From an optimization exercise on the open Yosys and OpenROAD flow, aimed at small area; shortcuts taken in it are not production practice.
In this exercise RTL edits were held to simulation tests only and were not proved equivalent to the original.

// NfiVe32_CORE
module NfiVe32_CORE (
	input					HCLK,							 
	input					HRESETn,						 
	output 	wire [31:0]		HADDR,				 
	output 	wire [ 2:0]  	HSIZE,				 
	output 	wire [ 1:0]  	HTRANS,				 
	output 	wire [31:0]  	HWDATA,				 
	output 	wire         	HWRITE,				 
	input  	wire [31:0]  	HRDATA,				 
	input  	wire         	HREADY,				 
	output	wire			SLEEP,
  	input  	wire         	NMI,				 
  	input  	wire         	IRQ,				 
    input  	wire [4:0]   	IRQ_NUM,			 
  	input  	wire 	    	SYSTICKCLK,			 
	output	wire			SYSTICKINT,
  	output 	wire [31:0]		IRQ_MASK,
	output	wire			SAFE_TO_HALT
);
For scale: about 8600 cells after synthesis, ~1300 flip-flops, about 150 I/O pins, about 79000 sq um of cells after synthesis.
export LEC_CHECK = 0
export ABC_AREA = 1
export CAP_MARGIN = 20
export CORE_MARGIN = 2
export CORE_UTILIZATION = 50
export CTS_BUF_LIST = sky130_fd_sc_hd__clkbuf_8
export CTS_CLUSTER_DIAMETER = 50
export CTS_CLUSTER_SIZE = 15
export SLEW_MARGIN = 10
create_clock -name core_clock -period 15.0 [get_ports {HCLK}]
standard.sh (not shown) runs the stock make flow with config.mk's settings and CLKGATE_MAP_FILE= SYNTH_SCRIPT=/design/flow/synth_recipe.tcl, a recipe that flattens the netlist after the stock synthesis.
==> flow/flow/run.sh <==
#!/bin/bash
set -e
export CTS_ARGS="-sink_clustering_enable -repair_clock_nets -dont_use_dummy_load -sink_clustering_size 15 -sink_clustering_max_diameter 50 -buf_list sky130_fd_sc_hd__clkbuf_8"
bash standard.sh > standard_flow.log 2>&1
Then changed:
==> flow/flow/run.sh (replaced) <==
#!/bin/bash
# The standard layout with two changes:
#  - synthesis maps with an area-first ABC script (flow/abc_area.script:
#    "map -a" in place of "map -B 0.9"); everything else in ORFS is unchanged,
#    the scripts are used from a copy so that only that one file differs;
#  - clock tree synthesis adds no dummy loads and uses clkbuf_8 leaf clusters.
set -euo pipefail
W=$(pwd)
rm -rf "$W/orfs_scripts"
cp -r "$FLOW_HOME/scripts" "$W/orfs_scripts"
cp "$W/flow/abc_area.script" "$W/orfs_scripts/abc_area.script"
export SCRIPTS_DIR="$W/orfs_scripts"
export CTS_ARGS="-sink_clustering_enable -repair_clock_nets -dont_use_dummy_load -sink_clustering_size 15 -sink_clustering_max_diameter 50 -buf_list sky130_fd_sc_hd__clkbuf_8"
bash standard.sh > "$W/standard_flow.log" 2>&1
==> flow/flow/abc_area.script (new file) <==
strash
dch
map -a
topo
stime -c
buffer -c
upsize -c
dnsize -c
Outcome: Global-route usage came out lower by 0.87 points. Design area came out lower by about 0.4%. Count of clock-buffer cells in the layout came out lower by 4. Fmax barely changes. Cell count came out lower by about 6%. Non-clock buffer count came out higher by 176. Utilization came out higher by 1.9 points. Area after synthesis came out lower by about 3%. Synthesized cell count came out lower by 9.4%.
Then changed:
==> flow/run.sh (new file) <==
#!/bin/bash
# synth_recipe.tcl (not shown) runs the flow's synth.tcl, then flattens the netlist and writes it again
# the make line also repeats each setting of config.mk as NAME=value (left out here)
make -C /OpenROAD-flow-scripts/flow DESIGN_CONFIG=/design/flow/config.mk WORK_HOME=/design/flow/orfs CLKGATE_MAP_FILE= SYNTH_SCRIPT=/design/flow/synth_recipe.tcl finish
CTS_BUF_LIST = sky130_fd_sc_hd__clkbuf_16   (was sky130_fd_sc_hd__clkbuf_8)
CTS_CLUSTER_DIAMETER = 60   (was 50)
CTS_CLUSTER_SIZE = 25   (was 15)
GPL_TIMING_DRIVEN = 0   (was unset)
removed: flow/flow/run.sh
removed: flow/flow/abc_area.script
removed: flow/standard.sh
What happened:
- The new run produced a layout that fails on negative setup slack
- via count went up by 9.5%
- critical path depth went down by 22
- die area went up by 3.2%
- cell area went up by 2.6%
- fmax went down by 2.6%
- routed wire length went up by 16%
- worst hold slack stays flat

========
NfiVe32_CORE, a different RTL version from the one above (not shown whole).
Size: about 8700 cells after synthesis, about 1300 flip-flops, ~150 I/O pins, roughly 79000 um^2 of cells after synthesis.
clock: 15.0 ns
lec_check: 0
abc_area: 1
cap_margin: 20
core_margin: 2
core_utilization: 60
cts_buf_list: sky130_fd_sc_hd__clkbuf_8
cts_cluster_diameter: 50
cts_cluster_size: 15
slew_margin: 10
==> flow/flow/run.sh <==
#!/bin/bash
set -e
export CTS_ARGS="-sink_clustering_enable -repair_clock_nets -dont_use_dummy_load -sink_clustering_size 15 -sink_clustering_max_diameter 50 -buf_list sky130_fd_sc_hd__clkbuf_8"
bash standard.sh > standard_flow.log 2>&1
The baseline went through all stages and came out clean.
Edit:
==> flow/flow/run.sh (replaced) <==
#!/bin/bash
set -e
export CTS_ARGS="-sink_clustering_enable -repair_clock_nets -dont_use_dummy_load -sink_clustering_size 8 -sink_clustering_max_diameter 40 -buf_list sky130_fd_sc_hd__clkbuf_4"
bash standard.sh > standard_flow.log 2>&1
- CORE_UTILIZATION: 60 -> 55
- CTS_BUF_LIST: sky130_fd_sc_hd__clkbuf_8 -> sky130_fd_sc_hd__clkbuf_4
- CTS_CLUSTER_DIAMETER: 50 -> 40
- CTS_CLUSTER_SIZE: 15 -> 8
Core utilization drops by 5.3 points.
Worst setup slack gets better by 0.13 ns.
Worst hold slack hardly moves.
Area after synthesis stays the same.
Count of clock-buffer cells in the layout goes up by 73.
Sequential cell count stays the same.
Via count is lower by 1.0%.
Die area grows by 9.0%.
Sequential share of layout area falls by 0.16 points.
Edit:
==> flow/flow/run.sh (replaced) <==
#!/bin/bash
set -e
export CTS_ARGS="-sink_clustering_enable -repair_clock_nets -dont_use_dummy_load -sink_clustering_size 15 -sink_clustering_max_diameter 50 -buf_list sky130_fd_sc_hd__clkbuf_8"
bash standard.sh > standard_flow.log 2>&1
- CTS_BUF_LIST: sky130_fd_sc_hd__clkbuf_4 -> sky130_fd_sc_hd__clkbuf_8
- CTS_CLUSTER_DIAMETER: 40 -> 50
- CTS_CLUSTER_SIZE: 8 -> 15
After rerunning: Cell area climbs by 0.43%; register-to-register slack improves by 0.25 ns; non-clock buffer count rises by 7; setup slack gets worse by 0.087 ns; wire length is about the same; via count went down by 0.48%; core utilization climbs by 0.26 points; critical path depth increases by 1; synthesized cell count stays the same.
Edit:
==> flow/flow/run.sh (replaced) <==
#!/bin/bash
set -e
export CTS_ARGS="-sink_clustering_enable -repair_clock_nets -dont_use_dummy_load -sink_clustering_size 10 -sink_clustering_max_diameter 50 -buf_list sky130_fd_sc_hd__clkbuf_4"
bash standard.sh > standard_flow.log 2>&1
- CTS_BUF_LIST: sky130_fd_sc_hd__clkbuf_8 -> sky130_fd_sc_hd__clkbuf_4
- CTS_CLUSTER_SIZE: 15 -> 10
First-iteration DRC count shrinks slightly. Routed wire length stays flat. Clock skew grows by 0.017 ns. Sequential share of layout area grows by 0.33 points. Global-route usage is about the same. Setup slack gets better by 0.093 ns. Worst hold slack gets better by 0.0058 ns. Synthesized cell count does not change. Non-clock buffer count shrinks by 7. Fmax grows slightly.

========
NfiVe32_CORE with an RTL version that a note above also has.
For scale: ~8600 cells after synthesis, roughly 150 I/O pins, ~79000 um^2 of cells after synthesis.
==> flow/config.mk <==
export PLATFORM = sky130hd
export DESIGN_NAME = NfiVe32_CORE
export DESIGN_NICKNAME = NfiVe32_CORE
export VERILOG_FILES = /design/flow/design.v
export SDC_FILE = /design/flow/constraint.sdc
export NUM_CORES = 4
export LEC_CHECK = 0
export ABC_AREA = 1
export CAP_MARGIN = 20
export CORE_MARGIN = 2
export CORE_UTILIZATION = 50
export CTS_BUF_LIST = sky130_fd_sc_hd__clkbuf_8
export CTS_CLUSTER_DIAMETER = 50
export CTS_CLUSTER_SIZE = 15
export SLEW_MARGIN = 10
==> flow/constraint.sdc <==
create_clock -name core_clock -period 15.0 [get_ports {HCLK}]
set_input_delay 3.0000 -clock core_clock [delete_from_list [all_inputs] [get_ports {HCLK}]]
set_output_delay 3.0000 -clock core_clock [all_outputs]
set_load 0.01 [all_outputs]
run.sh (not shown) runs the stock make flow with config.mk's settings and CLKGATE_MAP_FILE= SYNTH_SCRIPT=/design/flow/synth_recipe.tcl, a recipe that flattens the netlist after the stock synthesis.
Stock flow here: none of the scripts above is used.
Rerun with:
==> flow/flow/run.sh (new file) <==
#!/bin/bash
set -e
export CTS_ARGS="-sink_clustering_enable -repair_clock_nets -dont_use_dummy_load -sink_clustering_size 15 -sink_clustering_max_diameter 50 -buf_list sky130_fd_sc_hd__clkbuf_8"
bash standard.sh > standard_flow.log 2>&1
==> flow/standard.sh (new file) <==
#!/bin/bash
# synth_recipe.tcl (not shown) runs the flow's synth.tcl, then flattens the netlist and writes it again
# the make line also repeats each setting of config.mk as NAME=value (left out here)
make -C /OpenROAD-flow-scripts/flow DESIGN_CONFIG=/design/flow/config.mk WORK_HOME=/design/flow/orfs CLKGATE_MAP_FILE= SYNTH_SCRIPT=/design/flow/synth_recipe.tcl "${@:-finish}"
Settings changed: CORE_UTILIZATION 50 to 55.
removed: flow/run.sh
After rerunning:
- The changed run ran to the end with no violations
- clock-buffer cell count is lower by 2
- critical path depth increases by 1
- final area drops by 2.4%
- first-iteration DRC count shrinks by about 1.3%
- setup slack improves by 0.047 ns
- hold slack barely changes

[separate check: timing with driven ports]
The results above use ideal ports. As a check the final layouts listed here were re-extracted and re-timed, cells and wires unchanged. Step 1 (the two cells are an assumption about what drives the block):
set clk [get_ports {HCLK}]
set_driving_cell -lib_cell sky130_fd_sc_hd__clkbuf_16 $clk
set_driving_cell -lib_cell sky130_fd_sc_hd__buf_2 [delete_from_list [all_inputs] $clk]
Step 2 adds t to the input delays and takes it off the output delays; t is the mean of the earliest and latest rising clock arrival at the registers after step 1. Input paths then give back, and output paths get back, about the clock's delay inside the block. Slacks: ideal / step 1 / step 2; pairs: ideal / step 1.
| run | shift t [ns] | setup slack, ns | slew at the worst register clock pin (ns) | worst data-port slew with drivers (ns) |
|---|---|---|---|---|
| the first run of note 1 | 1.000 | 0.351 / 0.324 / -0.234 | 0.10 / 0.10 | 0.13 |
| the second run of note 1 | 0.970 | 0.328 / 0.267 / -0.472 | 0.10 / 0.10 | 0.12 |
| the third run of note 1 | 0.849 | -0.069 / -0.093 / -0.635 | 0.10 / 0.10 | 0.12 |
| the first run of note 2 | 0.930 | 0.529 / 0.583 / -0.347 | 0.10 / 0.10 | 0.12 |
| the second run of note 2 | 1.246 | 0.656 / 0.610 / -0.636 | 0.10 / 0.10 | 0.13 |
| the third run of note 2 | 0.945 | 0.569 / 0.521 / -0.424 | 0.09 / 0.09 | 0.14 |
| the fourth run of note 2 | 1.313 | 0.662 / 0.626 / -0.687 | 0.12 / 0.12 | 0.12 |
| the first run of note 3 | 1.051 | 0.366 / 0.339 / -0.317 | 0.10 / 0.10 | 0.11 |
| the second run of note 3 | 0.968 | 0.413 / 0.390 / -0.163 | 0.10 / 0.10 | 0.09 |
With both steps, setup timing fails in 8 of these runs, where it was met with ideal ports. The setup slack of the fourth run of note 2, which loses most, moves by -0.036 ns with the drivers and by -1.349 ns with both steps.
